This design comes from an exercise in tuning for small area on the open sky130 flow, not from production work. The RTL was checked by simulation tests, not by an equivalence proof against the original design. Power is estimated from default activity; no workload was simulated.

lane 1:
// pipelined_complex_mult
module pipelined_complex_mult (
    input clk,                    
    input rst,                    
    input signed [7:0] a,         
    input signed [7:0] b,         
    input signed [7:0] c,         
    input signed [7:0] d,         
    output reg signed [16:0] real_out,  
    output reg signed [16:0] imag_out   
);
reg [7:0] a1, b1, c1, d1, a2, b2, c2, d2, c3, d3;
reg [7:0] a3, b3;
reg v1, v2;
always @(posedge clk, posedge rst)
begin
    if (rst) begin
        v1 <= 1'b0;
        v2 <= 1'b0;
        a3 <= 8'd0;
        b3 <= 8'd0;
    end else begin
        v1 <= 1'b1;
        v2 <= v1;
        a3 <= a2 & {8{v2}};
        b3 <= b2 & {8{v2}};
    end
end
always @(posedge clk)
begin
    a1 <= a; b1 <= b; c1 <= c; d1 <= d;
    a2 <= a1; b2 <= b1; c2 <= c1; d2 <= d1;
    c3 <= c2; d3 <= d2;
end
wire re_p1 = ~(a3[0] & c3[0]);
wire re_p2 = ~(a3[0] & c3[1]);
wire re_p3 = ~(a3[0] & c3[2]);
wire re_p4 = ~(a3[0] & c3[3]);
wire re_p5 = ~(a3[0] & c3[4]);
wire re_p6 = ~(a3[0] & c3[5]);
wire re_p7 = ~(a3[0] & c3[6]);
  ...
clock: 5.0 ns
lec_check: 0
cap_margin: 20
core_margin: 2
core_utilization: 40
cts_buf_list: sky130_fd_sc_hd__clkbuf_8
gpl_timing_driven: 0
slew_margin: 20
synth_hierarchical: 1
standard.sh (not shown) runs the stock make flow with config.mk's settings and CLKGATE_MAP_FILE= SYNTH_SCRIPT=/design/flow/synth_recipe.tcl, a recipe that flattens the netlist after the stock synthesis.
==> flow/flow/run.sh <==
#!/bin/bash
set -e
cd "$(dirname "$0")/.."
export BUFFER_PORTS_ARGS="-buffer_cell sky130_fd_sc_hd__buf_1"
export RECOVER_POWER=100
cp standard.sh run_standard_copy.log
bash standard.sh > run.log 2>&1
The layout from lane 1, despite a flow that completed every stage, fails the layout checks, with the failing checks listed as max-capacitance violations, max-slew violations.
> inputs changed (lane 1 -> lane 2)
==> flow/flow/run.sh <==
#!/bin/bash
# The standard layout (standard.sh) with these changes:
#  - buffer_ports puts the smallest buffer, sky130_fd_sc_hd__buf_1, on every
#    input and output port instead of the cell it picks by default;
#  - clock tree synthesis arguments as set below (CTS_ARGS), if any.
# Each tool's full output is in the logs standard.sh writes under orfs/logs;
# this script's own output goes to run.log.
set -e
cd "$(dirname "$0")/.."
export BUFFER_PORTS_ARGS="-buffer_cell sky130_fd_sc_hd__buf_1"
export CTS_ARGS="-sink_clustering_enable -repair_clock_nets -dont_use_dummy_load -buf_list sky130_fd_sc_hd__clkbuf_8"
export REMOVE_ABC_BUFFERS=1
bash standard.sh > run.log 2>&1
## What came out
Lane 2 finished every stage and its layout cleared the timing, DRC and antenna checks. Cmp lane 2 vs lane 1: routed wire length lower in lane 2. Of lane 1 and lane 2, the run reporting the higher register cell area after layout was lane 2. Clock skew | lane 2 above lane 1. Of lane 1 and lane 2, the run reporting the lower detailed-placement wirelength estimate was lane 2. Count of instances resized after the clock tree is built (lower): lane 1. Lane 1 → lane 2: max-capacitance violation count now sits lower; setup slack now sits lower. [lane 2] worst hold slack rose 12 ps relative to lane 1. Sort lane 1 and lane 2 by fmax, descending, and lane 1 comes first.

========
== oak ==
pipelined_complex_mult, a different RTL version from the one above (not shown whole).
Size: roughly 730 cells after synthesis, about 140 flip-flops, ~68 I/O pins.
Settings: LEC_CHECK=0, CAP_MARGIN=20, CORE_MARGIN=2, CORE_UTILIZATION=40, CTS_BUF_LIST=sky130_fd_sc_hd__clkbuf_8, GPL_TIMING_DRIVEN=0, SLEW_MARGIN=20, SYNTH_HIERARCHICAL=1; clock period 5.0 ns.
==> flow/flow/run.sh <==
#!/bin/bash
# The standard layout (standard.sh), with these ORFS settings changed:
#  - BUFFER_PORTS_ARGS: buffer_ports puts the smallest buffer,
#    sky130_fd_sc_hd__buf_1, on every input and output port instead of the
#    cell it picks by default (every port still gets its buffer);
#  - CTS_ARGS: the standard clock tree synthesis arguments plus
#    -dont_use_dummy_load (no dummy clock loads for balancing);
#  - REMOVE_ABC_BUFFERS: the floorplan step removes the buffers that ABC put
#    into the synthesized netlist and leaves buffering to the resizer.
# Each tool's full output is in the logs standard.sh writes under orfs/logs;
# this script's own output goes to run.log.
set -e
cd "$(dirname "$0")/.."
export BUFFER_PORTS_ARGS="-buffer_cell sky130_fd_sc_hd__buf_1"
export CTS_ARGS="-sink_clustering_enable -repair_clock_nets -dont_use_dummy_load -buf_list \"sky130_fd_sc_hd__clkbuf_4 sky130_fd_sc_hd__clkbuf_8\""
export REMOVE_ABC_BUFFERS=1
bash standard.sh > run.log 2>&1
Input changes introduced in pine (baseline for comparison: oak):
diff --git a/flow/flow/run.sh b/flow/flow/run.sh
--- a/flow/flow/run.sh
+++ b/flow/flow/run.sh
@@ -15 +15 @@
-export CTS_ARGS="-sink_clustering_enable -repair_clock_nets -dont_use_dummy_load -buf_list \"sky130_fd_sc_hd__clkbuf_4 sky130_fd_sc_hd__clkbuf_8\""
+export CTS_ARGS="-repair_clock_nets -dont_use_dummy_load -buf_list sky130_fd_sc_hd__clkbuf_8"
Findings:
For pine and oak, there was not a single run that failed to finish clean. The flip-flop and latch share of the layout cell area was comparable across pine and oak. Taking oak as the reference, in pine routed wire length held steady; biggest fanout along the worst timing path barely changed. Worst setup slack essentially unchanged between pine and oak. From oak to pine, number of levels the H-tree was split into did not move at all. Diff oak..pine | count of clock-buffer cells in the layout | negligible. Between oak and pine, the clock edge transition at the registers on the reported setup and hold paths does not differ in any meaningful way. Comparing pine against oak, there is no change at all in buffer count from post-CTS setup fixing. Comparing pine against oak, there is no change at all in cell area. Reported for pine and oak, non-clock buffer count turned out identical to the last digit. Number of flip-flops and latches came out exactly the same in pine and oak.
> inputs changed (pine -> birch)
diff --git a/flow/flow/run.sh b/flow/flow/run.sh
--- a/flow/flow/run.sh
+++ b/flow/flow/run.sh
@@ -15 +15 @@
-export CTS_ARGS="-repair_clock_nets -dont_use_dummy_load -buf_list sky130_fd_sc_hd__clkbuf_8"
+export CTS_ARGS="-sink_clustering_enable -repair_clock_nets -dont_use_dummy_load -buf_list sky130_fd_sc_hd__clkbuf_8 -distance_between_buffers 200 -branching_point_buffers_distance 200"
From pine to birch, fraction of the core area covered by cells at the end of the flow did not move at all. birch and pine ended up with roughly the same global-route usage. Iteration-0 DRC count of the detailed router up about 20% in birch wrt pine. For clock power share, pine and birch come out practically identical. met2 global-route usage for birch: 0.23 points down relative to pine. birch and pine ended up with nearly the same area growth from synthesis to final layout. Summary of birch over pine: global routing met1 resource utilization now sits at about the same level; vias after detailed routing now sits at about the same level. birch vs. pine: overall power after layout essentially unchanged; total wirelength of the detailed-routed design dropped about 0.6%. Higher filler cell count goes to birch over pine.
The following lists how maple was set up differently from birch:
diff --git a/flow/flow/run.sh b/flow/flow/run.sh
--- a/flow/flow/run.sh
+++ b/flow/flow/run.sh
@@ -15 +15 @@
-export CTS_ARGS="-sink_clustering_enable -repair_clock_nets -dont_use_dummy_load -buf_list sky130_fd_sc_hd__clkbuf_8 -distance_between_buffers 200 -branching_point_buffers_distance 200"
+export CTS_ARGS="-sink_clustering_enable -repair_clock_nets -dont_use_dummy_load -buf_list sky130_fd_sc_hd__clkbuf_8"
### Flow results
- ~same power density over the cells in birch and maple
- Diff birch -> maple: fraction of the cycle the final worst path needs now sits higher, power barely changed, clock power ~0 delta, worst setup slack lost 0.016 ns.
- Between birch and maple, the hold slack figures differ only marginally.
- Transition time at the pin with the least slew margin ended up 0.0096 ns lower on maple than on birch.
- Routed wire length of maple exceeds that of birch slightly.
- Share of total power in the clock network essentially unchanged between birch and maple.
- Diff birch..maple | count of clock-buffer cells in the layout | unchanged

[separate check: timing with driven ports]
No port has a modelled driver above. Below, the same layouts with a new extraction and two added sets of constraints. Step 1 assumes that a clkbuf_16 drives the clock port and a buf_2 every other input. Step 2 times the ports against the registers' clock, not the clock port: input delays grow and output delays shrink by t, the midpoint of the rising clock arrivals with the driver on. Slacks: ideal ports / drivers / drivers and shift; pairs: ideal ports / drivers.
run | t (ns) | slack for setup (ns) | clock arrival spread, ns | worst data-port slew with drivers (ns) | pins driven straight from the clock port
lane 1 | 0.504 | 0.175 / 0.175 / 0.175 | 0.023 / 0.023 | 0.03 | 1
lane 2 | 0.493 | 0.149 / 0.149 / 0.149 | 0.036 / 0.036 | 0.03 | 1
oak | 0.466 | 0.288 / 0.288 / 0.288 | 0.045 / 0.045 | 0.03 | 1
pine | 0.466 | 0.288 / 0.288 / 0.288 | 0.045 / 0.045 | 0.03 | 1
birch | 0.490 | 0.304 / 0.304 / 0.304 | 0.042 / 0.042 | 0.03 | 1
maple | 0.466 | 0.288 / 0.288 / 0.288 | 0.045 / 0.045 | 0.03 | 1
